From an optimization exercise on the open Yosys and OpenROAD flow, aimed at small area and a short achievable clock period; shortcuts taken in it are not production practice. Where RTL was checked, it was by simulation tests only, not by an equivalence proof against the original. For run 7, only the layout was checked, not whether the RTL still works. No activity file was given, so power comes from the tool's default toggle rates.

==> flow/design.v, too long to show whole: its modules and the start of the top module <==
// module mul8: 14 lines
// module mul16: 1105 lines
// module mul16_fa: 4 lines
// module mul16_cpa: 147 lines
// module mul16_xnor: 3 lines
module mul16(
    input clk,
    input logic[15:0] a,
    input logic[15:0] b,
    output logic[31:0] r
);
  // ...
==> flow/flow/run.sh <==
#!/bin/bash
# The standard layout (the standard.sh, standard synthesis unchanged), except that
# the port buffers are sky130_fd_sc_hd__buf_2 cells instead of the resizer's default pick
# (a clkdlybuf4s50_1 delay cell). Every input and output port still gets its buffer.
set -uo pipefail
export BUFFER_PORTS_ARGS="-buffer_cell sky130_fd_sc_hd__buf_2"
bash standard.sh > standard.log 2>&1
==> flow/standard.sh <==
#!/bin/bash
# synth_recipe.tcl (not shown) runs the flow's synth.tcl, then flattens the netlist and writes it again
# the make line also repeats each setting of config.mk as NAME=value (left out here)
make -C /OpenROAD-flow-scripts/flow DESIGN_CONFIG=/design/flow/config.mk WORK_HOME=/design/flow/orfs CLKGATE_MAP_FILE= SYNTH_SCRIPT=/design/flow/synth_recipe.tcl "${@:-finish}"
==> flow/config.mk <==
export PLATFORM = sky130hd
export DESIGN_NAME = mul16
export DESIGN_NICKNAME = mul16
export VERILOG_FILES = /design/flow/design.v
export SDC_FILE = /design/flow/constraint.sdc
export NUM_CORES = 4
export LEC_CHECK = 0
export CAP_MARGIN = 20
export CORE_MARGIN = 2
export CORE_UTILIZATION = 40
export CTS_BUF_LIST = sky130_fd_sc_hd__clkbuf_8
export CTS_CLUSTER_SIZE = 12
export SETUP_SLACK_MARGIN = 1.5
export SLEW_MARGIN = 20
export SYNTH_HIERARCHICAL = 1
export SYNTH_MINIMUM_KEEP_SIZE = 0
==> flow/constraint.sdc <==
create_clock -name core_clock -period 5.5 [get_ports {clk}]
set_input_delay 1.1000 -clock core_clock [delete_from_list [all_inputs] [get_ports {clk}]]
set_output_delay 1.1000 -clock core_clock [all_outputs]
set_load 0.01 [all_outputs]
==> out/qor.yml, run 1 <==
outcome:
  status: "finished clean"
detailed_routing:
  vias: 5470
  wl_met2_microns: 9580
  wl_met3_microns: 1180
  drc: 0
  dr.pass1.iters: 5
  routed_wl_microns: 19500
power_and_ir_drop:
  leakage_nw: 3.59
  p_per_area_nw_per_um2: 625
die:
  dieArea_sq_um: 23200
  taps: 280
  rows: 54
  die_x_microns: 152
  ioPinCount: 65
cts:
  cts_max_level: 3
  cts_resized: 0
  post_cts_buffers: 0
  cts-root-buf: "clkbuf_8"
setup_path:
  regToRegSetupSlack_ns: 1.74
  crit_fanout: 4
  crit_path_end: "r[30]"
  startpoint_type: "register"
layout:
  num-nets-final: 1081
  seqCellArea_sq_um: 2220
  layout-drive-gt1-share_pct: 12.5
timing:
  fin_crit_ns: 3.76
global_route:
  grtUsageMet1_pct: 24.3
place:
  placed_area_sq_um: 9150
  gp_congestion: 0.804
==> run 2: changes to the inputs <==
--- a/flow/config.mk
+++ b/flow/config.mk
@@ -10,6 +10,6 @@
 export CORE_UTILIZATION = 40
 export CTS_BUF_LIST = sky130_fd_sc_hd__clkbuf_8
-export CTS_CLUSTER_SIZE = 12
-export SETUP_SLACK_MARGIN = 1.5
+export CTS_CLUSTER_SIZE = 8
+export SETUP_SLACK_MARGIN = 2.0
 export SLEW_MARGIN = 20
 export SYNTH_HIERARCHICAL = 1
==> run 2 against run 1 <==
Against the previous run: global-route usage up 0.15 points; cell area rose by 0.43%; synthesized cell count unchanged; routed wire length fell by 1.2%; sequential cell count did not move; synthesized area did not move; setup slack improved by 0.44 ns; combinational power up 3%; sequential power hardly changed; sequential share of layout area shrank 0.10 points; highest routed layer unchanged.
==> out/qor.yml, run 2 <==
layout:
  largest_reg_flops: 79
  final_core_util_pct: 43.4
  num-nets-final: 1083  # +0.19%
  layout_commonest_cell: "nand2_1"
  final_cell_mix: "264 x nand2_1, 196 x fa_1, 111 x dfxtp_1"
  top_regs: "q: 79 flops, r: 32 flops"
  area_delta_synth_final_pct: 7.05
  n_fill_cell: 2052
  top_register: "q"
  layout-drive-gt1-share_pct: 13.7  # +1.2 points
  final_cells: 1098
setup_path:
  path_cells: "buf_2 -> nand2_1 -> fa_1 -> fa_1 -> fa_1 -> fa_1"
  required_ns: 5.78
  r2r-start: "q[33]"
  critPathKind: "in -> reg"
  startpoint_type: "primary input"
  slowest_stage: "fa_1"
  cp_slowest_stage_delay_ns: 0.58
  r2r-end: "r[28]"
  crit_path_end_kind: "register"
  rr_worst_depth: 13
  cp.arrival_ns: 3.59
  regToRegSetupSlack_ns: 2.18  # +0.44 ns
  cp_common_cell: "fa_1"
  crit_fanout: 17  # +13
timing:
  setup_viol: 0
  tns_ns: 0
  finalCritPeriodShare_pct: 60.3
  finalMaxSlewViolations: 0
  fmax_mhz: 302
  max-slew-margin-rel_pct: 65.5
  fin_crit_ns: 3.32  # -0.441 ns
  worst_pin_slew_ns: 0.515
  skew_ns: 0.0138
  rsz0062_at_grt: "no"
  hold_viol_final: 0
place:
  gp_congestion: 0.818  # +1.7%
  placed_cells: 1079
  port_buffers: 64
  dp_hpwl_microns: 14400
cts:
  path_clk_slew_ns: 0.11
  cts_hold_buf: 0
  cts-root-buf: "clkbuf_8"
  cts_inserted_buffers: 9
  clock_sinks: 111
  clk_latency_ns: 0.40
  clockBufferDepth: 2
  cts_max_level: 3  # unchanged
  tritoncts: "yes"
die:
  ioPinCount: 65  # unchanged
  core_sq_um: 21700
  start_util_pct: 40.5
  rows: 54  # unchanged
  dieArea_sq_um: 23200  # unchanged
  die_x_microns: 152  # unchanged
  die_h_microns: 152
detailed_routing:
  drc: 0  # unchanged
  dr.pass1.iters: 5  # unchanged
  vias: 5515  # +0.82%
  antenna_left: 0
  routed_wl_microns: 19300  # -1.2%
  wl_per_cell_microns: 17.6
  drt_iter0_drc: 332
  routed_via_density: 5.02
global_route:
  globalRoute.totalOverflow: 0
  grt_pass1_wl_microns: 32600
  grt_usage_pct: 17.9
  grt_max_degree: 21
  antenna_found_initial: 1
  grt_pass1_vias: 6204
power_and_ir_drop:
  power_w: 0.00591
  leakage_nw: 3.59  # +0.12%
  peakVddDrop_v: 0.000442
  p_per_area_nw_per_um2: 628  # +0.46%
hold_path:
  hold_start: "q[1]"
  hold_path_class: "reg -> reg"
  min_to: "r[1]"
  holdPathStages: 1
synth:
  synth_warnings: 7
  syn_area_per_cell_sq_um: 11.0
  synthesis.nets: 1071
  synth_cells: 800
  syn_area_sq_um: 8780
outcome:
  status: "finished clean"
flow_run:
  drv_cap: 0
run 2: timing repair:
action | CTS | global route
pin swaps | 3 | 6
gates resized for setup | 4 | 5
buffers inserted | 2 | 0
cloned | 0 | 0
endpoints found under the setup margin | 8 | 5
run 2: where the power goes:
part | internal, W | switching [W]
registers | 0.00123 | 0.000138
clock network | 0.000176 | 0.000311
logic | 0.00182 | 0.00223
run 2: metal layers:
metal,up-vias,track usage (%),routed length [microns]
met5,-,0,0
met4,0,6.05,422
met3,26,2.99,1250
met2,212,30.3,9580
met1,2837,23.6,8050
li1,2440,-,-
run 2: how the worst max path moves through the flow:
stage	startpoint	end	slack, ns	depth (start not counted)
final	a[1]	q[34]	2.18	6
after global routing	q[21]	r[30]	2.01	12
after CTS	q[33]	r[30]	2.01	13
after detailed placement	a[1]	q[34]	1.77	6
after global placement	q[33]	r[28]	1.80	13
after floorplan	b[13]	q[34]	1.98	7
run 2: critical path: cells and delay by family:
kind                     cells  cell delay (ns)
buffers and inverters        1             0.33
AND/OR/NAND/NOR              1             0.14
adder cells (fa/ha/maj)      4             2.01
run 2: cell type report:
type,instances,area [sq um],area share [%]
flip-flops and latches,111,2220,23.6
multi-input cells,603,6220,66.1
well taps,280,350,3.73
repair buffers,66,335,3.57
clock inverters,7,71.3,0.758
diodes,1,2.50,0.0266
inverters,21,78.8,0.838
clock buffers,9,124,1.32
run 2: stage by stage:
step	instance area (sq um)	worst slack [ns]	hold slack [ns]
finish	9400	2.18	0.371
global route	9400	2.01	0.368
CTS	9390	2.01	0.365
detailed placement	9150	1.77	0.342
global placement	9150	1.80	0.340
floorplan	8890	1.98	0.338
==> run 3: changes to the inputs <==
--- a/flow/config.mk
+++ b/flow/config.mk
@@ -10,5 +10,5 @@
 export CORE_UTILIZATION = 40
 export CTS_BUF_LIST = sky130_fd_sc_hd__clkbuf_8
-export CTS_CLUSTER_SIZE = 8
+export CTS_CLUSTER_SIZE = 12
 export SETUP_SLACK_MARGIN = 2.0
 export SLEW_MARGIN = 20
==> run 3 against run 2 <==
Against the previous run: still clean; critical path depth unchanged; synthesized area is the same; routed wire length stayed put; first-iteration DRC count stayed put; synthesized cell count unchanged; clock power is essentially flat; setup slack is the same; die area is the same; via count unchanged; clock-buffer cell count unchanged; clock skew unchanged; core utilization stayed put; critical path type unchanged; highest routed layer unchanged.
==> out/qor.yml, run 3 <==
place:
  gp_congestion: 0.818  # unchanged
  port_buffers: 64  # unchanged
  pre_cts_slack_ns: 1.77  # unchanged
  placed_area_sq_um: 9150  # unchanged
  dp_hpwl_microns: 14400  # unchanged
cts:
  cts-root-buf: "clkbuf_8"
  cts_hold_buf: 0  # unchanged
  clockBufferDepth: 2  # unchanged
  clk_latency_ns: 0.40  # about the same
  cts_inserted_buffers: 9  # unchanged
  clock_sinks: 111  # unchanged
  tritoncts: "yes"
  path_clk_slew_ns: 0.11  # about the same
  cts_max_level: 3  # unchanged
setup_path:
  cp.arrival_ns: 3.59  # about the same
  required_ns: 5.78  # about the same
  critPathKind: "in -> reg"
  crit_fanout: 17  # unchanged
  crit_path_end_kind: "register"
  rr_worst_depth: 13  # unchanged
  startpoint_type: "primary input"
hold_path:
  hold_path_class: "reg -> reg"
  holdPathStages: 1  # unchanged
power_and_ir_drop:
  peakVddDrop_v: 0.000442  # unchanged
  p_per_area_nw_per_um2: 628  # unchanged
  power_w: 0.00591  # unchanged
  leakage_nw: 3.59  # unchanged
synth:
  synthesis.nets: 1071  # unchanged
  syn_area_sq_um: 8780  # unchanged
  synth_warnings: 7  # unchanged
  synth_cells: 800  # unchanged
  syn_area_per_cell_sq_um: 11.0  # unchanged
layout:
  largest_reg_flops: 79  # unchanged
  top_register: "q"
  finalInstanceArea_sq_um: 9400  # unchanged
  layout-drive-gt1-share_pct: 13.7  # unchanged
  area_delta_synth_final_pct: 7.05  # unchanged
  final_cell_mix: "264 x nand2_1, 196 x fa_1, 111 x dfxtp_1"
  top_regs: "q: 79 flops, r: 32 flops"
  layout_commonest_cell: "nand2_1"
  num-nets-final: 1083  # unchanged
die:
  core_sq_um: 21700  # unchanged
  start_util_pct: 40.5  # unchanged
  rows: 54  # unchanged
  dieArea_sq_um: 23200  # unchanged
  die_h_microns: 152  # unchanged
  ioPinCount: 65  # unchanged
  die_x_microns: 152  # unchanged
timing:
  setup_viol: 0  # unchanged
  fmax_mhz: 302  # unchanged
  max-slew-margin-rel_pct: 65.5  # unchanged
  fin_crit_ns: 3.32  # unchanged
  hold_viol_final: 0  # unchanged
  tns_ns: 0  # unchanged
  worst_pin_slew_ns: 0.515  # unchanged
  timing.final.ws_setup_ns: 2.18  # unchanged
  finalCritPeriodShare_pct: 60.3  # unchanged
  finalMaxSlewViolations: 0  # unchanged
  rsz0062_at_grt: "no"
  skew_ns: 0.0138  # unchanged
global_route:
  busiest_layer: "met2"
  globalRoute.totalOverflow: 0  # unchanged
  grt_max_degree: 21  # unchanged
  grt_usage_pct: 17.9  # unchanged
  grtUsageMet1_pct: 23.6  # unchanged
  met2_usage_pct: 30.3  # unchanged
  antenna_found_initial: 1  # unchanged
  grt_pass1_vias: 6204  # unchanged
  met3_usage_pct: 2.99  # unchanged
  grt_pass1_wl_microns: 32600  # unchanged
detailed_routing:
  dr.pass1.iters: 5  # unchanged
  routed_via_density: 5.02  # unchanged
  antenna_left: 0  # unchanged
  vias: 5515  # unchanged
  wl_per_cell_microns: 17.6  # unchanged
  routed_wl_microns: 19300  # unchanged
  drc: 0  # unchanged
  drt_iter0_drc: 332  # unchanged
flow_run:
  drv_cap: 0  # unchanged
outcome:
  status: "finished clean"
[run 3: final cells by class]
class / count / area (sq um)
antenna: 1 / 2.50
clock buffer: 9 / 124
clock inverter: 7 / 71.3
fill: 2052 / 12300
inverter: 21 / 78.8
multi-input combinational: 603 / 6220
sequential: 111 / 2220
tap: 280 / 350
timing repair buffer: 66 / 335
[run 3: worst paths after layout]
| path | startpoint | endpoint | slack [ns] |
|---|---|---|---|
| setup / recovery | a[1] | q[34] | 2.18 |
| hold / removal | q[1] | r[1] | 0.37 |
| setup reg to reg | q[33] | r[28] | 2.18 |
| hold reg to reg | q[1] | r[1] | 0.37 |
[run 3: report_power, final]
group	switching, W	internal (W)
sequential	0.000138	0.00123
clock	0.000311	0.000176
combinational	0.00223	0.00182
total	0.00268	0.00322
[run 3: repair_timing]
action                     in CTS  in global routing
gates cloned                    0                  0
setup buffers                   2                  0
setup endpoints to repair       8                  5
pin swaps                       3                  6
gates resized for setup         4                  5
[run 3: stage by stage]
stage	hold WS [ns]	utilization [%]	cells
6_report	0.371	43.4	1098
2_1_floorplan	0.338	-	800
4_1_cts	0.365	43.3	1097
3_3_place_gp	0.340	42.2	1079
3_5_place_dp	0.342	42.2	1079
5_1_grt	0.368	43.4	1098
[run 3: layer usage]
metal / part of all wire [%] / up-vias / wire length (microns)
met4: 2.2 / 0 / 422
li1: - / 2440 / -
met1: 42 / 2837 / 8050
met2: 50 / 212 / 9580
met3: 6.5 / 26 / 1250
met5: 0 / - / 0
[run 3: worst max-delay path: stages]
cell and delay, ns:
buf_2 0.33, nand2_1 0.14, fa_1 0.47, fa_1 0.54
fa_1 0.58, fa_1 0.42
==> run 4: changes to the inputs <==
--- a/flow/config.mk
+++ b/flow/config.mk
@@ -8,5 +8,5 @@
 export CAP_MARGIN = 20
 export CORE_MARGIN = 2
-export CORE_UTILIZATION = 40
+export CORE_UTILIZATION = 60
 export CTS_BUF_LIST = sky130_fd_sc_hd__clkbuf_8
 export CTS_CLUSTER_SIZE = 12
==> run 4 against run 3 <==
Against the previous run: critical endpoint is now r[28]; die area is 33% lower; worst hold slack worse by 0.0023 ns; routed wire length is 1.1% higher; global-route usage is 8.9 points higher; register-to-register slack worse by 0.02 ns; synthesized cell count stayed put; largest power group unchanged; combinational power is 1% higher; sequential cell count stayed put; first-iteration DRC count is 5.4% higher.
==> out/qor.yml, run 4 <==
timing:
  finalMaxSlewViolations: 0  # unchanged
  tns_ns: 0  # unchanged
  timing.final.ws_setup_ns: 2.16  # -0.0242 ns
  fmax_mhz: 299  # -0.73%
  setup_viol: 0  # unchanged
  hold_viol_final: 0  # unchanged
  skew_ns: 0.0127  # -0.00106 ns
  fin_crit_ns: 3.34  # +0.0242 ns
  finalCritPeriodShare_pct: 60.7  # +0.44 points
  rsz0062_at_grt: "yes"
setup_path:
  cp.arrival_ns: 3.66  # +0.07 ns
  crit_fanout: 3  # -14
  critPathKind: "reg -> reg"
  path_cells: "fa_2 -> fa_2 -> fa_2 -> ha_4 -> nand4_1 -> nor2_1 -> a211oi_2 -> o31ai_4 -> a31oi_2 -> o21ai_1 -> ha_1 -> nor2_2 -> xor2_1"
  cp_slowest_stage_delay_ns: 0.55  # -0.03 ns
  cp_common_cell: "fa_2"
  required_ns: 5.82  # +0.04 ns
  crit_path_end_kind: "register"
  startpoint_type: "register"
  path_delay_family: "adder cells"
  slowest_stage: "fa_2"
  path_buf_inv: 0  # -1
die:
  rows: 44  # -19%
  start_util_pct: 60.9  # +20 points
  die_x_microns: 125  # -18%
  ioPinCount: 65  # unchanged
  die_h_microns: 125  # -18%
  core_sq_um: 14400  # -33%
  dieArea_sq_um: 15600  # -33%
synth:
  syn_area_sq_um: 8780  # unchanged
  synthesis.nets: 1071  # unchanged
  syn_area_per_cell_sq_um: 11.0  # unchanged
  synth_warnings: 7  # unchanged
  synth_cells: 800  # unchanged
hold_path:
  hold_path_class: "reg -> reg"
layout:
  area_delta_synth_final_pct: 6.15
  num-nets-final: 1083  # unchanged
  layout_commonest_cell: "nand2_1"
  n_fill_cell: 1155  # -44%
  top_regs: "q: 79 flops, r: 32 flops"
  layout-drive-gt1-share_pct: 14.0  # +0.24 points
  final_cell_mix: "264 x nand2_1, 196 x fa_1, 110 x dfxtp_1"
  final_core_util_pct: 64.7  # +21 points
  top_register: "q"
  largest_reg_flops: 79  # unchanged
  n_antenna_cell: 0  # -1
cts:
  clk_latency_ns: 0.40  # about the same
  cts-root-buf: "clkbuf_8"
  cts_inserted_buffers: 9  # unchanged
  clockBufferDepth: 2  # unchanged
  tritoncts: "yes"
  clock_sinks: 111  # unchanged
  cts_hold_buf: 0  # unchanged
  path_clk_slew_ns: 0.10  # about the same
  cts_max_level: 3  # unchanged
power_and_ir_drop:
  p_per_area_nw_per_um2: 647  # +3.1%
  pwr-share-seq_pct: 22.8  # -0.4 points
  power_switching_w: 0.00266  # -0.63%
  peakVddDrop_v: 0.000417  # -5.7%
  p_int_w: 0.00337  # +4.6%
  swShare_pct: 44.1  # -1.3 points
  clkPwrFrac_pct: 9.2  # +1.0 points
  p_comb_share_pct: 68.0  # -0.6 points
  leakage_nw: 3.61  # +0.39%
detailed_routing:
  vias: 5692  # +3.2%
  wl_per_cell_microns: 19.5  # +11%
  routed_wl_microns: 19500  # +1.1%
  routed_via_density: 5.69  # +13%
  drc: 0  # unchanged
  drt_iter0_drc: 350  # +5.4%
  antenna_left: 0  # unchanged
  dr.pass1.iters: 4  # -1
global_route:
  grt_usage_pct: 26.8  # +8.9 points
  grt_pass1_wl_microns: 32300  # -0.87%
  globalRoute.totalOverflow: 0  # unchanged
  grt_pass1_vias: 6370  # +2.7%
  antenna_found_initial: 0  # -1
  grt_max_degree: 19  # -9.5%
place:
  dp_hpwl_microns: 14400  # +0.31%
  port_buffers: 64  # unchanged
  gp_congestion: 0.856  # +4.7%
  pre_cts_slack_ns: 1.75  # -0.0202 ns
outcome:
  status: "finished clean"
flow_run:
  drv_cap: 0  # unchanged
run 4: final cells by class:
cell class                 instances  area (sq um)  share of cell area, %
clock inverter                     6          90.1                  0.966
clock buffer                      10           138                   1.48
tap                              184           230                   2.47
multi-input combinational        603          6230                   66.8
inverter                          21          78.8                  0.845
timing repair buffer              66           335                   3.60
sequential                       111          2220                   23.8
run 4: path summary, 6_finish.rpt:
check        startpoint    end  slack (ns)  cells after the start
max               q[33]  r[28]        2.16                     13
max reg2reg       q[33]  r[28]        2.16                     13
min reg2reg        q[0]   r[0]        0.37                      1
min                q[0]   r[0]        0.37                      1
run 4: timing repair:
item / 4_1_cts / 5_1_grt
setup buffers: 2 / 0
setup endpoints to repair: 8 / 4
gates resized for setup: 7 / 3
pin swaps: 5 / 9
run 4: routing by layer:
layer	vias to the layer above	share of wire, %	routed length [microns]	GRT usage [%]
li1	2441	-	-	-
met2	292	48	9390	43.5
met4	0	2.3	453	8.37
met1	2927	41	7970	36.8
met5	-	0	0	0
met3	32	8.7	1690	5.95
run 4: power by group through the flow:
stage / logic [W] / clock network (W) / registers (W)
2_1_floorplan: 0.00290 / 0 / 0.00143
3_3_place_gp: 0.00378 / 0 / 0.00139
3_5_place_dp: 0.00388 / 0 / 0.00140
4_1_cts: 0.00410 / 0.000574 / 0.00138
5_1_grt: 0.00474 / 0.000605 / 0.00142
6_report: 0.00410 / 0.000556 / 0.00138
run 4: stage by stage:
stage          power [W]  hold slack (ns)  area (sq um)  cells
2_1_floorplan    0.00433            0.338          8890    800
6_report         0.00604            0.368          9330   1001
4_1_cts          0.00606            0.374          9310   1001
3_5_place_dp     0.00528            0.342          9030    983
5_1_grt          0.00676            0.389          9330   1001
3_3_place_gp     0.00517            0.346          9030    983
==> run 5: changes to the inputs <==
--- a/flow/config.mk
+++ b/flow/config.mk
@@ -8,5 +8,5 @@
 export CAP_MARGIN = 20
 export CORE_MARGIN = 2
-export CORE_UTILIZATION = 60
+export CORE_UTILIZATION = 75
 export CTS_BUF_LIST = sky130_fd_sc_hd__clkbuf_8
 export CTS_CLUSTER_SIZE = 12
==> run 5 against run 4 <==
Against the previous run: synthesized area did not move; critical endpoint unchanged; non-clock buffer count rose by 2; cell area is 0.78% lower; sequential cell count unchanged; critical path depth unchanged; power grew 2.3%; sequential power about the same; global-route usage rose by 7.0 points.
==> out/qor.yml, run 5 <==
outcome:
  status: "finished clean"
timing:
  tns_ns: 0  # unchanged
  rsz0062_at_grt: "yes"
  setup_viol: 0  # unchanged
  hold_viol_final: 0  # unchanged
  finalMaxSlewViolations: 0  # unchanged
  worst_pin_slew_ns: 0.518
  timing.final.ws_setup_ns: 1.95  # -0.210 ns
  max-slew-margin-rel_pct: 65.4
  finalCritPeriodShare_pct: 64.5  # +3.8 points
  skew_ns: 0.00568  # -0.00704 ns
  fin_crit_ns: 3.55  # +0.210 ns
  fmax_mhz: 282  # -5.9%
setup_path:
  cp.arrival_ns: 3.83  # +0.17 ns
  startpoint_type: "register"
  rr_worst_depth: 13  # unchanged
  crit_fanout: 3  # unchanged
  r2r-end: "r[28]"
  required_ns: 5.78  # -0.04 ns
  r2r-start: "q[32]"
  regToRegSetupSlack_ns: 1.95  # -0.21 ns
  crit_path_end_kind: "register"
  critPathKind: "reg -> reg"
detailed_routing:
  drc: 0  # unchanged
  antenna_left: 0  # unchanged
  wl_per_cell_microns: 20.2  # +3.8%
  drt_iter0_drc: 532  # +52%
  routed_wl_microns: 19400  # -0.29%
  routed_via_density: 6.12  # +7.7%
  vias: 5890  # +3.5%
  dr.pass1.iters: 6  # +2
layout:
  n_fill_cell: 693  # -40%
  area_delta_synth_final_pct: 5.33
  final_cell_mix: "264 x nand2_1, 196 x fa_1, 109 x dfxtp_1"
  top_register: "q"
  num-nets-final: 1085  # +0.18%
  final_cells: 962  # -3.9%
  n_antenna_cell: 0  # unchanged
  layout_commonest_cell: "nand2_1"
  final_core_util_pct: 81.0  # +16 points
  largest_reg_flops: 79  # unchanged
  layout-drive-gt1-share_pct: 14.3  # +0.33 points
  top_regs: "q: 79 flops, r: 32 flops"
cts:
  tritoncts: "yes"
  clock_sinks: 111  # unchanged
  clockBufferDepth: 2  # unchanged
  clk_latency_ns: 0.39  # about the same
  cts-root-buf: "clkbuf_8"
  path_clk_slew_ns: 0.10  # about the same
  cts_inserted_buffers: 9  # unchanged
  cts_max_level: 3  # unchanged
power_and_ir_drop:
  peakVddDrop_v: 0.00135  # +220%
  p_per_area_nw_per_um2: 668  # +3.1%
  leakage_nw: 3.59  # -0.45%
global_route:
  grt_pass1_wl_microns: 32300  # about the same
  grt_usage_pct: 33.8  # +7.0 points
  grt_max_degree: 19  # unchanged
  antenna_found_initial: 1  # +1
  globalRoute.totalOverflow: 0  # unchanged
  grt_pass1_vias: 6643  # +4.3%
die:
  die_x_microns: 112  # -10%
  dieArea_sq_um: 12600  # -19%
  start_util_pct: 76.9  # +16 points
  core_sq_um: 11400  # -21%
  ioPinCount: 65  # unchanged
  die_h_microns: 112  # -10%
  rows: 39  # -11%
synth:
  syn_area_sq_um: 8780  # unchanged
  synth_warnings: 7  # unchanged
  syn_area_per_cell_sq_um: 11.0  # unchanged
  synth_cells: 800  # unchanged
  synthesis.nets: 1071  # unchanged
hold_path:
  holdPathStages: 1  # unchanged
  hold_start: "q[1]"
  hold_path_class: "reg -> reg"
  min_to: "r[1]"
place:
  dp_hpwl_microns: 14400  # -0.33%
  port_buffers: 64  # unchanged
  pre_cts_slack_ns: 1.73  # -0.0280 ns
  gp_congestion: 0.945  # +10%
  placed_cells: 942  # -4.2%
flow_run:
  drv_cap: 0  # unchanged
-- run 5: worst max-delay path: stages (launching register included) --
cell and delay, ns:
dfxtp_2 0.34, fa_2 0.39, fa_2 0.37, fa_2 0.45, ha_4 0.29, nand4_1 0.11
buf_4 0.16, buf_6 0.11, o31ai_4 0.47, a31oi_2 0.19, o21ai_1 0.19, ha_2 0.19
nor2_2 0.03, xor2_1 0.14
-- run 5: stage by stage --
stage                     power [W]  area (sq um)  hold WS [ns]
after floorplan             0.00433          8890         0.338
after global placement      0.00514          8980         0.341
after detailed placement    0.00535          8980         0.350
after CTS                   0.00606          9210         0.375
after global routing        0.00682          9250         0.389
final                       0.00618          9250         0.370
-- run 5: repair_timing --
item | in CTS | in global routing
pin swaps | 7 | 12
hold endpoints to repair | 0 | 0
setup buffers | 2 | 2
hold buffers | 0 | 0
gates resized for setup | 6 | 7
setup endpoints to repair | 8 | 5
-- run 5: how the worst max path moves through the flow --
stage / from / to / slack [ns] / cells after the start
final: q[32] / r[28] / 1.95 / 13
after global routing: q[32] / r[28] / 1.90 / 13
after CTS: q[33] / r[28] / 2.05 / 13
after detailed placement: q[33] / r[28] / 1.73 / 13
after global placement: q[33] / r[28] / 1.81 / 13
after floorplan: b[13] / q[34] / 1.98 / 7
-- run 5: report_power, final --
group / switching (W) / internal [W]
clock network: 0.000280 / 0.000179
registers: 0.000138 / 0.00123
logic: 0.00241 / 0.00194
total: 0.00283 / 0.00335
-- run 5: area by class of cell --
| type | count | area (sq um) | area share (%) |
|---|---|---|---|
| clock inverters | 6 | 46.3 | 0.500 |
| clock buffers | 10 | 138 | 1.49 |
| well taps | 143 | 179 | 1.93 |
| flip-flops and latches | 111 | 2220 | 24.0 |
| inverters | 21 | 78.8 | 0.852 |
| repair buffers | 68 | 354 | 3.83 |
| multi-input cells | 603 | 6230 | 67.4 |
-- run 5: routing by layer --
metal / share of wire, % / up-vias / wire [microns] / track usage [%]
met5: 0 / - / 0 / 1.18
met4: 5.5 / 0 / 1070 / 20.7
met3: 11 / 92 / 2140 / 8.53
met2: 48 / 428 / 9370 / 53.1
met1: 35 / 2927 / 6870 / 43.0
li1: - / 2443 / - / -
==> run 6: changes to the inputs <==
==> flow/flow/run.sh (replaced) <==
#!/bin/bash
set -uo pipefail
here=$(pwd)
export PRE_GLOBAL_PLACE_TCL="$here/flow/inbuf.tcl"
export BUFFER_PORTS_ARGS="-outputs -buffer_cell sky130_fd_sc_hd__buf_1"
bash standard.sh > standard.log 2>&1
==> flow/flow/inbuf.tcl (new file) <==
# Sourced by ORFS's global_place.tcl just before its buffer_ports call (which then buffers
# the outputs only): buffer the input ports with buf_4 cells.
buffer_ports -inputs -buffer_cell sky130_fd_sc_hd__buf_4
--- a/flow/config.mk
+++ b/flow/config.mk
@@ -8,5 +8,5 @@
 export CAP_MARGIN = 20
 export CORE_MARGIN = 2
-export CORE_UTILIZATION = 75
+export CORE_UTILIZATION = 40
 export CTS_BUF_LIST = sky130_fd_sc_hd__clkbuf_8
 export CTS_CLUSTER_SIZE = 12
==> run 6 against run 5 <==
Against the previous run: still clean on timing, DRC and antenna; synthesized area unchanged; sequential power about the same; clock power increased by 3%; worst hold slack about the same; non-clock buffer count decreased by 32; critical path type unchanged.
==> out/qor.yml, run 6 <==
detailed_routing:
  vias: 5445  # -7.6%
  wl_per_cell_microns: 18.5  # -8.3%
  routed_wl_microns: 19800  # +1.7%
  routed_via_density: 5.10  # -17%
  drt_iter0_drc: 335  # -37%
  dr.pass1.iters: 5  # -1
  drc: 0  # unchanged
  antenna_left: 0  # unchanged
timing:
  fmax_mhz: 300  # +6.3%
  fin_crit_ns: 3.34  # -0.211 ns
  rsz0062_at_grt: "no"
  hold_viol_final: 0  # unchanged
  setup_viol: 0  # unchanged
  tns_ns: 0  # unchanged
  skew_ns: 0.0176  # +0.0120 ns
  finalMaxSlewViolations: 0  # unchanged
  finalCritPeriodShare_pct: 60.7  # -3.8 points
cts:
  cts_max_level: 3  # unchanged
  path_clk_slew_ns: 0.11  # about the same
  cts-root-buf: "clkbuf_8"
  clockBufferDepth: 2  # unchanged
  clock_sinks: 111  # unchanged
  cts_inserted_buffers: 9  # unchanged
  tritoncts: "yes"
  clk_latency_ns: 0.40  # about the same
layout:
  largest_reg_flops: 79  # unchanged
  n_fill_cell: 2071  # +200%
  num-nets-final: 1053  # -2.9%
  layout-drive-gt1-share_pct: 6.23  # -8.1 points
  top_register: "q"
  final_cell_mix: "264 x nand2_1, 196 x fa_1, 111 x dfxtp_1"
  area_delta_synth_final_pct: 4.83
  top_regs: "q: 79 flops, r: 32 flops"
  finalInstanceArea_sq_um: 9210  # -0.47%
  n_antenna_cell: 0  # unchanged
  layout_commonest_cell: "nand2_1"
die:
  die_x_microns: 152  # +36%
  start_util_pct: 40.5  # -36 points
  rows: 54  # +38%
  ioPinCount: 65  # unchanged
  core_sq_um: 21700  # +90%
  dieArea_sq_um: 23200  # +84%
  die_h_microns: 152  # +36%
global_route:
  grt_max_degree: 20  # +1
  antenna_found_initial: 0  # -1
  globalRoute.totalOverflow: 0  # unchanged
  grt_pass1_vias: 6191  # -6.8%
  grt_usage_pct: 18.1  # -16 points
  grt_pass1_wl_microns: 32600  # +1.0%
setup_path:
  path_cells: "fa_2 -> fa_2 -> fa_2 -> ha_4 -> a21oi_2 -> o21bai_1 -> a211oi_2 -> o31ai_4 -> a31oi_2 -> o21ai_1 -> ha_1 -> nor2_1 -> xor2_1"
  crit_path_end_kind: "register"
  crit_fanout: 4  # +1
  path_buf_inv: 0  # -2
  cp_slowest_stage_delay_ns: 0.39  # -0.08 ns
  required_ns: 5.83  # +0.05 ns
  critPathKind: "reg -> reg"
  cp.arrival_ns: 3.67  # -0.16 ns
  startpoint_type: "register"
  path_delay_family: "adder cells"
  slowest_stage: "fa_2"
  cp_common_cell: "fa_2"
power_and_ir_drop:
  p_int_w: 0.00332  # -0.97%
  p_per_area_nw_per_um2: 649  # -2.8%
  leakage_nw: 3.38  # -5.8%
  p_comb_share_pct: 69.2  # -1.2 points
  pwr-share-seq_pct: 22.9  # +0.7 points
  clkPwrFrac_pct: 7.9  # +0.5 points
  swShare_pct: 44.5  # -1.3 points
  power_switching_w: 0.00266  # -5.9%
  peakVddDrop_v: 0.000386  # -71%
synth:
  synthesis.nets: 1071  # unchanged
  synth_cells: 800  # unchanged
  syn_area_per_cell_sq_um: 11.0  # unchanged
  synth_warnings: 7  # unchanged
  syn_area_sq_um: 8780  # unchanged
hold_path:
  hold_path_class: "reg -> reg"
place:
  gp_congestion: 0.790  # -16%
  placed_area_sq_um: 8950  # -0.32%
  dp_hpwl_microns: 14500  # +0.74%
  port_buffers: 32  # -50%
outcome:
  status: "finished clean"
flow_run:
  drv_cap: 0  # unchanged
run 6: worst reg2reg max path, cell delays in order, from the launching register on:
cell and delay (ns):
dfxtp_1 0.33, fa_2 0.39, fa_2 0.37, fa_2 0.37, ha_4 0.27, a21oi_2 0.15, o21bai_1 0.09, a211oi_2 0.27
o31ai_4 0.19, a31oi_2 0.29, o21ai_1 0.11, ha_1 0.19, nor2_1 0.11, xor2_1 0.16
run 6: cell type report:
| type | count | area (sq um) | share of cell area, % |
|---|---|---|---|
| clock buffers | 9 | 124 | 1.35 |
| clock inverters | 7 | 56.3 | 0.611 |
| inverters | 21 | 78.8 | 0.856 |
| multi-input cells | 603 | 6230 | 67.6 |
| flip-flops and latches | 111 | 2220 | 24.1 |
| well taps | 280 | 350 | 3.80 |
| repair buffers | 36 | 150 | 1.63 |
run 6: path summary, 6_finish.rpt:
path | from | endpoint | slack (ns) | cells after the start
max | q[33] | r[30] | 2.16 | 13
min | q[3] | r[3] | 0.37 | 1
max reg2reg | q[33] | r[30] | 2.16 | 13
min reg2reg | q[3] | r[3] | 0.37 | 1
run 6: power by group through the flow:
stage	Clock, W	Combinational [W]	Sequential (W)
2_1_floorplan	0	0.00290	0.00143
4_1_cts	0.000497	0.00413	0.00137
5_1_grt	0.000529	0.00476	0.00141
3_5_place_dp	0	0.00383	0.00139
6_report	0.000474	0.00413	0.00137
3_3_place_gp	0	0.00379	0.00139
run 6: routing by layer:
layer | vias up | routed length (microns) | track usage [%]
met5 | - | 0 | 0
met4 | 0 | 597 | 7.03
met3 | 36 | 1300 | 4.49
met2 | 181 | 9930 | 30.6
met1 | 2849 | 7960 | 22.5
li1 | 2379 | - | -
run 6: repair_timing:
item | CTS | global route
pin swaps | 4 | 4
hold buffers | 0 | 0
setup buffers | 3 | 1
gates resized for setup | 5 | 3
gates cloned | 0 | 0
endpoints found under the setup margin | 8 | 7
run 6: through the flow:
step / worst slack [ns] / total power, W / hold WS, ns / util [%] / instances
global route: 2.00 / 0.00670 / 0.390 / 42.5 / 1067
finish: 2.16 / 0.00598 / 0.369 / 42.5 / 1067
global placement: 1.89 / 0.00518 / 0.338 / 41.3 / 1047
floorplan: 1.98 / 0.00433 / 0.338 / - / 800
CTS: 2.01 / 0.00600 / 0.370 / 42.4 / 1066
detailed placement: 1.84 / 0.00523 / 0.344 / 41.3 / 1047
==> module mul16_cpa, before the edit <==
module mul16_cpa(input [26:0] gi, input [26:0] pi, output [26:0] s);
    wire g0 = gi[0] | pi[0];
    wire p0 = pi[0];
    wire g1 = gi[1];
    wire p1 = pi[1];
    wire g2 = gi[2];
    wire p2 = pi[2];
    wire g3 = gi[3];
    wire p3 = pi[3];
    wire g4 = gi[4];
    wire p4 = pi[4];
    wire g5 = gi[5];
    wire p5 = pi[5];
    wire g6 = gi[6];
    wire p6 = pi[6];
    wire g7 = gi[7];
    wire p7 = pi[7];
    wire g8 = gi[8];
    wire p8 = pi[8];
    wire g9 = gi[9];
    wire p9 = pi[9];
    wire g10 = gi[10];
    wire p10 = pi[10];
    wire g11 = gi[11];
    wire p11 = pi[11];
    wire g12 = gi[12];
    wire p12 = pi[12];
    wire g13 = gi[13];
    wire p13 = pi[13];
    wire g14 = gi[14];
    wire p14 = pi[14];
    wire g15 = gi[15];
    wire p15 = pi[15];
    wire g16 = gi[16];
    wire p16 = pi[16];
    wire g17 = gi[17];
    wire p17 = pi[17];
    wire g18 = gi[18];
    wire p18 = pi[18];
    wire g19 = gi[19];
    wire p19 = pi[19];
    wire g20 = gi[20];
    wire p20 = pi[20];
    wire g21 = gi[21];
    wire p21 = pi[21];
    wire g22 = gi[22];
    wire p22 = pi[22];
    wire g23 = gi[23];
    wire p23 = pi[23];
    wire g24 = gi[24];
    wire p24 = pi[24];
    wire g25 = gi[25];
    wire p25 = pi[25];
    wire g26 = gi[26];
    wire p26 = pi[26];
    wire G1 = g1 | (p1 & g0);
    wire P1 = p1 & p0;
    wire G2 = g3 | (p3 & g2);
    wire P2 = p3 & p2;
    wire G3 = g5 | (p5 & g4);
    wire P3 = p5 & p4;
    wire G4 = g7 | (p7 & g6);
    wire P4 = p7 & p6;
    wire G5 = g9 | (p9 & g8);
    wire P5 = p9 & p8;
    wire G6 = g11 | (p11 & g10);
    wire P6 = p11 & p10;
    wire G7 = g13 | (p13 & g12);
    wire P7 = p13 & p12;
    wire G8 = g15 | (p15 & g14);
    wire P8 = p15 & p14;
    wire G9 = g17 | (p17 & g16);
    wire P9 = p17 & p16;
    wire G10 = g19 | (p19 & g18);
    wire P10 = p19 & p18;
    wire G11 = g21 | (p21 & g20);
    wire P11 = p21 & p20;
    wire G12 = g23 | (p23 & g22);
    wire P12 = p23 & p22;
    wire G13 = g25 | (p25 & g24);
    wire P13 = p25 & p24;
    wire G14 = G2 | (P2 & G1);
    wire P14 = P2 & P1;
    wire G15 = G4 | (P4 & G3);
    wire P15 = P4 & P3;
    wire G16 = G6 | (P6 & G5);
    wire P16 = P6 & P5;
    wire G17 = G8 | (P8 & G7);
    wire P17 = P8 & P7;
    wire G18 = G10 | (P10 & G9);
    wire P18 = P10 & P9;
    wire G19 = G12 | (P12 & G11);
    wire P19 = P12 & P11;
    wire G20 = G15 | (P15 & G14);
    wire P20 = P15 & P14;
    wire G21 = G17 | (P17 & G16);
    wire P21 = P17 & P16;
    wire G22 = G19 | (P19 & G18);
    wire P22 = P19 & P18;
    wire G23 = G21 | (P21 & G20);
    wire P23 = P21 & P20;
    wire G24 = G22 | (P22 & G23);
    wire P24 = P22 & P23;
    wire G25 = G16 | (P16 & G20);
    wire P25 = P16 & P20;
    wire G26 = G18 | (P18 & G23);
    wire P26 = P18 & P23;
    wire G27 = G3 | (P3 & G14);
    wire P27 = P3 & P14;
    wire G28 = G5 | (P5 & G20);
    wire P28 = P5 & P20;
    wire G29 = G7 | (P7 & G25);
    wire P29 = P7 & P25;
    wire G30 = G9 | (P9 & G23);
    wire P30 = P9 & P23;
    wire G31 = G11 | (P11 & G26);
    wire P31 = P11 & P26;
    wire G32 = G13 | (P13 & G24);
    wire P32 = P13 & P24;
    wire G33 = g2 | (p2 & G1);
    wire P33 = p2 & P1;
    wire G34 = g4 | (p4 & G14);
    wire P34 = p4 & P14;
    wire G35 = g6 | (p6 & G27);
    wire P35 = p6 & P27;
    wire G36 = g8 | (p8 & G20);
    wire P36 = p8 & P20;
    wire G37 = g10 | (p10 & G28);
    wire P37 = p10 & P28;
    wire G38 = g12 | (p12 & G25);
    wire P38 = p12 & P25;
    wire G39 = g14 | (p14 & G29);
    wire P39 = p14 & P29;
    wire G40 = g16 | (p16 & G23);
    wire P40 = p16 & P23;
    wire G41 = g18 | (p18 & G30);
    wire P41 = p18 & P30;
    wire G42 = g20 | (p20 & G26);
    wire P42 = p20 & P26;
    wire G43 = g22 | (p22 & G31);
    wire P43 = p22 & P31;
    wire G44 = g24 | (p24 & G24);
    wire P44 = p24 & P24;
    wire G45 = g26 | (p26 & G32);
    wire P45 = p26 & P32;
    assign s = {~(p26 ^ G32), ~(p25 ^ G44), ~(p24 ^ G24), ~(p23 ^ G43), ~(p22 ^ G31), ~(p21 ^ G42), ~(p20 ^ G26), ~(p19 ^ G41), ~(p18 ^ G30), ~(p17 ^ G40), ~(p16 ^ G23), ~(p15 ^ G39), ~(p14 ^ G29), ~(p13 ^ G38), ~(p12 ^ G25), ~(p11 ^ G37), ~(p10 ^ G28), ~(p9 ^ G36), ~(p8 ^ G20), ~(p7 ^ G35), ~(p6 ^ G27), ~(p5 ^ G34), ~(p4 ^ G14), ~(p3 ^ G33), ~(p2 ^ G1), ~(p1 ^ g0), p0};
endmodule
==> run 7: changes to the inputs <==
--- a/flow/design.v
+++ b/flow/design.v
@@ -1203,69 +1203,99 @@
     wire G13 = g25 | (p25 & g24);
     wire P13 = p25 & p24;
-    wire G14 = G2 | (P2 & G1);
-    wire P14 = P2 & P1;
-    wire G15 = G4 | (P4 & G3);
-    wire P15 = P4 & P3;
-    wire G16 = G6 | (P6 & G5);
-    wire P16 = P6 & P5;
-    wire G17 = G8 | (P8 & G7);
-    wire P17 = P8 & P7;
-    wire G18 = G10 | (P10 & G9);
-    wire P18 = P10 & P9;
-    wire G19 = G12 | (P12 & G11);
-    wire P19 = P12 & P11;
-    wire G20 = G15 | (P15 & G14);
-    wire P20 = P15 & P14;
-    wire G21 = G17 | (P17 & G16);
-    wire P21 = P17 & P16;
-    wire G22 = G19 | (P19 & G18);
-    wire P22 = P19 & P18;
-    wire G23 = G21 | (P21 & G20);
-    wire P23 = P21 & P20;
-    wire G24 = G22 | (P22 & G23);
-    wire P24 = P22 & P23;
-    wire G25 = G16 | (P16 & G20);
-    wire P25 = P16 & P20;
-    wire G26 = G18 | (P18 & G23);
-    wire P26 = P18 & P23;
-    wire G27 = G3 | (P3 & G14);
-    wire P27 = P3 & P14;
-    wire G28 = G5 | (P5 & G20);
-    wire P28 = P5 & P20;
-    wire G29 = G7 | (P7 & G25);
-    wire P29 = P7 & P25;
-    wire G30 = G9 | (P9 & G23);
-    wire P30 = P9 & P23;
-    wire G31 = G11 | (P11 & G26);
-    wire P31 = P11 & P26;
-    wire G32 = G13 | (P13 & G24);
-    wire P32 = P13 & P24;
-    wire G33 = g2 | (p2 & G1);
-    wire P33 = p2 & P1;
-    wire G34 = g4 | (p4 & G14);
-    wire P34 = p4 & P14;
-    wire G35 = g6 | (p6 & G27);
-    wire P35 = p6 & P27;
-    wire G36 = g8 | (p8 & G20);
-    wire P36 = p8 & P20;
-    wire G37 = g10 | (p10 & G28);
-    wire P37 = p10 & P28;
-    wire G38 = g12 | (p12 & G25);
-    wire P38 = p12 & P25;
-    wire G39 = g14 | (p14 & G29);
-    wire P39 = p14 & P29;
-    wire G40 = g16 | (p16 & G23);
-    wire P40 = p16 & P23;
-    wire G41 = g18 | (p18 & G30);
-    wire P41 = p18 & P30;
-    wire G42 = g20 | (p20 & G26);
-    wire P42 = p20 & P26;
-    wire G43 = g22 | (p22 & G31);
-    wire P43 = p22 & P31;
-    wire G44 = g24 | (p24 & G24);
-    wire P44 = p24 & P24;
-    wire G45 = g26 | (p26 & G32);
-    wire P45 = p26 & P32;
-    assign s = {~(p26 ^ G32), ~(p25 ^ G44), ~(p24 ^ G24), ~(p23 ^ G43), ~(p22 ^ G31), ~(p21 ^ G42), ~(p20 ^ G26), ~(p19 ^ G41), ~(p18 ^ G30), ~(p17 ^ G40), ~(p16 ^ G23), ~(p15 ^ G39), ~(p14 ^ G29), ~(p13 ^ G38), ~(p12 ^ G25), ~(p11 ^ G37), ~(p10 ^ G28), ~(p9 ^ G36), ~(p8 ^ G20), ~(p7 ^ G35), ~(p6 ^ G27), ~(p5 ^ G34), ~(p4 ^ G14), ~(p3 ^ G33), ~(p2 ^ G1), ~(p1 ^ g0), p0};
+    wire G14 = g2 | (p2 & G1);
+    wire P14 = p2 & P1;
+    wire G15 = G2 | (P2 & G1);
+    wire P15 = P2 & P1;
+    wire G16 = g6 | (p6 & G3);
+    wire P16 = p6 & P3;
+    wire G17 = G4 | (P4 & G3);
+    wire P17 = P4 & P3;
+    wire G18 = g10 | (p10 & G5);
+    wire P18 = p10 & P5;
+    wire G19 = G6 | (P6 & G5);
+    wire P19 = P6 & P5;
+    wire G20 = g14 | (p14 & G7);
+    wire P20 = p14 & P7;
+    wire G21 = G8 | (P8 & G7);
+    wire P21 = P8 & P7;
+    wire G22 = g18 | (p18 & G9);
+    wire P22 = p18 & P9;
+    wire G23 = G10 | (P10 & G9);
+    wire P23 = P10 & P9;
+    wire G24 = g22 | (p22 & G11);
+    wire P24 = p22 & P11;
+    wire G25 = G12 | (P12 & G11);
+    wire P25 = P12 & P11;
+    wire G26 = g26 | (p26 & G13);
+    wire P26 = p26 & P13;
+    wire G27 = g4 | (p4 & G15);
+    wire P27 = p4 & P15;
+    wire G28 = G3 | (P3 & G15);
+    wire P28 = P3 & P15;
+    wire G29 = G16 | (P16 & G15);
+    wire P29 = P16 & P15;
+    wire G30 = G17 | (P17 & G15);
+    wire P30 = P17 & P15;
+    wire G31 = g12 | (p12 & G19);
+    wire P31 = p12 & P19;
+    wire G32 = G7 | (P7 & G19);
+    wire P32 = P7 & P19;
+    wire G33 = G20 | (P20 & G19);
+    wire P33 = P20 & P19;
+    wire G34 = G21 | (P21 & G19);
+    wire P34 = P21 & P19;
+    wire G35 = g20 | (p20 & G23);
+    wire P35 = p20 & P23;
+    wire G36 = G11 | (P11 & G23);
+    wire P36 = P11 & P23;
+    wire G37 = G24 | (P24 & G23);
+    wire P37 = P24 & P23;
+    wire G38 = G25 | (P25 & G23);
+    wire P38 = P25 & P23;
+    wire G39 = g8 | (p8 & G30);
+    wire P39 = p8 & P30;
+    wire G40 = G5 | (P5 & G30);
+    wire P40 = P5 & P30;
+    wire G41 = G18 | (P18 & G30);
+    wire P41 = P18 & P30;
+    wire G42 = G19 | (P19 & G30);
+    wire P42 = P19 & P30;
+    wire G43 = G31 | (P31 & G30);
+    wire P43 = P31 & P30;
+    wire G44 = G32 | (P32 & G30);
+    wire P44 = P32 & P30;
+    wire G45 = G33 | (P33 & G30);
+    wire P45 = P33 & P30;
+    wire G46 = G34 | (P34 & G30);
+    wire P46 = P34 & P30;
+    wire G47 = g24 | (p24 & G38);
+    wire P47 = p24 & P38;
+    wire G48 = G13 | (P13 & G38);
+    wire P48 = P13 & P38;
+    wire G49 = G26 | (P26 & G38);
+    wire P49 = P26 & P38;
+    wire G50 = g16 | (p16 & G46);
+    wire P50 = p16 & P46;
+    wire G51 = G9 | (P9 & G46);
+    wire P51 = P9 & P46;
+    wire G52 = G22 | (P22 & G46);
+    wire P52 = P22 & P46;
+    wire G53 = G23 | (P23 & G46);
+    wire P53 = P23 & P46;
+    wire G54 = G35 | (P35 & G46);
+    wire P54 = P35 & P46;
+    wire G55 = G36 | (P36 & G46);
+    wire P55 = P36 & P46;
+    wire G56 = G37 | (P37 & G46);
+    wire P56 = P37 & P46;
+    wire G57 = G38 | (P38 & G46);
+    wire P57 = P38 & P46;
+    wire G58 = G47 | (P47 & G46);
+    wire P58 = P47 & P46;
+    wire G59 = G48 | (P48 & G46);
+    wire P59 = P48 & P46;
+    wire G60 = G49 | (P49 & G46);
+    wire P60 = P49 & P46;
+    assign s = {~(p26 ^ G59), ~(p25 ^ G58), ~(p24 ^ G57), ~(p23 ^ G56), ~(p22 ^ G55), ~(p21 ^ G54), ~(p20 ^ G53), ~(p19 ^ G52), ~(p18 ^ G51), ~(p17 ^ G50), ~(p16 ^ G46), ~(p15 ^ G45), ~(p14 ^ G44), ~(p13 ^ G43), ~(p12 ^ G42), ~(p11 ^ G41), ~(p10 ^ G40), ~(p9 ^ G39), ~(p8 ^ G30), ~(p7 ^ G29), ~(p6 ^ G28), ~(p5 ^ G27), ~(p4 ^ G15), ~(p3 ^ G14), ~(p2 ^ G1), ~(p1 ^ g0), p0};
 endmodule
 module mul16_xnor(input x, input y, output s);
==> flow/flow/run.sh (replaced) <==
#!/bin/bash
# The standard layout (the standard.sh, standard synthesis unchanged), except that
# the port buffers are sky130_fd_sc_hd__buf_2 cells instead of the resizer's default pick
# (a clkdlybuf4s50_1 delay cell). Every input and output port still gets its buffer.
set -uo pipefail
export BUFFER_PORTS_ARGS="-buffer_cell sky130_fd_sc_hd__buf_2"
bash standard.sh > standard.log 2>&1
--- a/flow/config.mk
+++ b/flow/config.mk
@@ -9,6 +9,4 @@
 export CORE_MARGIN = 2
 export CORE_UTILIZATION = 40
-export CTS_BUF_LIST = sky130_fd_sc_hd__clkbuf_8
-export CTS_CLUSTER_SIZE = 12
 export SETUP_SLACK_MARGIN = 2.0
 export SLEW_MARGIN = 20
removed: flow/flow/inbuf.tcl
==> run 7 against run 6 <==
Against the previous run: still clean on timing, DRC and antenna; via count up 2.7%; cell count grew 2.4%; synthesized area decreased by 0.33%; cell area is 2.9% higher; fmax is 1.8% lower; global-route usage up 0.15 points; highest routed layer unchanged.
==> out/qor.yml, run 7 <==
die:
  rows: 54  # unchanged
  die_h_microns: 152  # -0.16%
  dieArea_sq_um: 23100  # -0.32%
  ioPinCount: 65  # unchanged
  start_util_pct: 40.5  # about the same
  die_x_microns: 152  # -0.16%
  core_sq_um: 21600  # -0.31%
timing:
  setup_viol: 0  # unchanged
  rsz0062_at_grt: "no"
  max-slew-margin-rel_pct: 66.9
  fin_crit_ns: 3.40  # +0.0622 ns
  finalCritPeriodShare_pct: 61.8  # +1.1 points
  finalMaxSlewViolations: 0  # unchanged
  skew_ns: 0.0120  # -0.00569 ns
  worst_pin_slew_ns: 0.492
  fmax_mhz: 294  # -1.8%
  timing.final.ws_setup_ns: 2.10  # -0.0622 ns
  hold_viol_final: 0  # unchanged
  tns_ns: 0  # unchanged
place:
  dp_hpwl_microns: 15100  # +3.9%
  port_buffers: 64  # +100%
  gp_congestion: 0.817  # +3.5%
  pre_cts_slack_ns: 1.72  # -0.124 ns
hold_path:
  hold_path_class: "reg -> reg"
cts:
  clock_sinks: 111  # unchanged
  cts-root-buf: "clkbuf_16"
  clk_latency_ns: 0.36  # -0.04 ns
  cts_inserted_buffers: 9  # unchanged
  path_clk_slew_ns: 0.08  # -0.03 ns
  tritoncts: "yes"
  cts_hold_buf: 0  # unchanged
  cts_max_level: 3  # unchanged
  clockBufferDepth: 2  # unchanged
detailed_routing:
  drc: 0  # unchanged
  routed_via_density: 5.12  # +0.27%
  vias: 5593  # +2.7%
  dr.pass1.iters: 4  # -1
  wl_per_cell_microns: 18.4  # -0.64%
  antenna_left: 0  # unchanged
  drt_iter0_drc: 299  # -11%
  routed_wl_microns: 20100  # +1.8%
layout:
  final_cell_mix: "265 x nand2_1, 197 x fa_1, 111 x dfxtp_1"
  layout-drive-gt1-share_pct: 12.9  # +6.7 points
  num-nets-final: 1071  # +1.7%
  largest_reg_flops: 79  # unchanged
  n_fill_cell: 2085  # +0.68%
  top_register: "q"
  layout_commonest_cell: "nand2_1"
  n_antenna_cell: 0  # unchanged
  area_delta_synth_final_pct: 8.25
  top_regs: "q: 79 flops, r: 32 flops"
synth:
  syn_area_per_cell_sq_um: 11.0  # about the same
  synth_cells: 797  # -0.38%
  synth_warnings: 7  # unchanged
  syn_area_sq_um: 8760  # -0.33%
  synthesis.nets: 1060  # -1.0%
global_route:
  grt_pass1_vias: 6166  # -0.40%
  antenna_found_initial: 0  # unchanged
  grt_pass1_wl_microns: 32900  # +0.76%
  grt_usage_pct: 18.3  # +0.15 points
  grt_max_degree: 21  # +5.0%
  globalRoute.totalOverflow: 0  # unchanged
power_and_ir_drop:
  p_int_w: 0.00346  # +4.4%
  power_switching_w: 0.00274  # +3.0%
  pwr-share-seq_pct: 22.1  # -0.8 points
  clkPwrFrac_pct: 10.4  # +2.5 points
  leakage_nw: 3.57  # +5.5%
  p_comb_share_pct: 67.5  # -1.7 points
  p_per_area_nw_per_um2: 655  # +0.83%
  swShare_pct: 44.2  # -0.34 points
  peakVddDrop_v: 0.000440  # +14%
setup_path:
  startpoint_type: "primary input"
  critPathKind: "in -> reg"
  crit_fanout: 16  # +12
  required_ns: 5.72  # -0.11 ns
  cp.arrival_ns: 3.62  # -0.05 ns
  crit_path_end_kind: "register"
outcome:
  status: "finished clean"
flow_run:
  drv_cap: 0  # unchanged
==> run 7: final timing paths <==
kind	depth (start not counted)	slack (ns)	endpoint	start
max	6	2.10	q[15]	b[7]
min	1	0.37	r[2]	q[2]
max reg2reg	11	2.12	r[28]	q[32]
min reg2reg	1	0.37	r[2]	q[2]
==> run 7: layout make-up <==
| cell class | count | area, sq um | area share [%] |
|---|---|---|---|
| clock inverter | 6 | 62.6 | 0.660 |
| clock buffer | 10 | 229 | 2.42 |
| inverter | 14 | 52.6 | 0.554 |
| sequential | 111 | 2220 | 23.4 |
| timing repair buffer | 65 | 328 | 3.46 |
| tap | 280 | 350 | 3.70 |
| multi-input combinational | 607 | 6230 | 65.8 |
==> run 7: through the flow <==
step / area, sq um / utilization (%) / power (W) / instances / hold WS (ns)
floorplan: 8860 / - / 0.00442 / 797 / 0.338
global placement: 9130 / 42.2 / 0.00532 / 1076 / 0.339
detailed placement: 9130 / 42.2 / 0.00540 / 1076 / 0.345
CTS: 9460 / 43.8 / 0.00630 / 1092 / 0.365
global route: 9480 / 43.8 / 0.00691 / 1093 / 0.381
finish: 9480 / 43.8 / 0.00620 / 1093 / 0.366
==> run 7: repair_timing <==
action,CTS,global route
endpoints found under the setup margin,9,1
pin swaps,3,5
cloned,0,0
gates resized for setup,5,3
buffers inserted,0,1
==> run 7: critical path, cell delays in order <==
cell and delay [ns]:
buf_2 0.35, nand2_1 0.14, fa_1 0.46, fa_1 0.59
fa_1 0.44, fa_1 0.52
==> run 7: power groups by stage <==
stage               Sequential [W]  Clock (W)  Combinational [W]
floorplan                  0.00143          0            0.00299
global placement           0.00139          0            0.00393
detailed placement         0.00140          0            0.00400
CTS                        0.00138   0.000664            0.00426
global route               0.00141   0.000697            0.00480
finish                     0.00137   0.000643            0.00419
==> run 7: layer usage <==
| metal | share of wire, % | vias up | wire length, microns | GRT usage (%) |
|---|---|---|---|---|
| li1 | - | 2451 | - | - |
| met1 | 43 | 2918 | 8630 | 24.7 |
| met2 | 49 | 203 | 9810 | 29.9 |
| met3 | 6.9 | 21 | 1400 | 4.34 |
| met4 | 1.4 | 0 | 289 | 4.81 |
| met5 | 0 | - | 0 | 0 |

-- static timing again, ports no longer ideal --
Ports are ideal in the flow. The routed layouts listed here were re-timed in OpenROAD. Step 1 sets driving cells, clkbuf_16 on the clock port and buf_2 on the other inputs (assumed; they add their load-dependent delay and slew). Step 2 also shifts input and output timing later by t, the mid clock arrival at the registers, as if the neighbouring blocks saw the same clock. Three values: ideal ports, drivers, drivers and shift; two values: the first two.
run | t, ns | setup slack, ns | cell pins on the clock port's net
run 1 | 0.439 | 1.744 / 1.744 / 1.744 | 1
run 2 | 0.434 | 2.185 / 2.168 / 1.734 | 1
run 3 | 0.434 | 2.185 / 2.168 / 1.734 | 1
run 4 | 0.435 | 2.161 / 2.161 / 1.752 | 1
run 5 | 0.423 | 1.950 / 1.950 / 1.778 | 1
run 6 | 0.432 | 2.162 / 2.162 / 1.774 | 1
run 7 | 0.402 | 2.099 / 2.115 / 1.713 | 1
After both steps setup and hold are still met in every run listed.
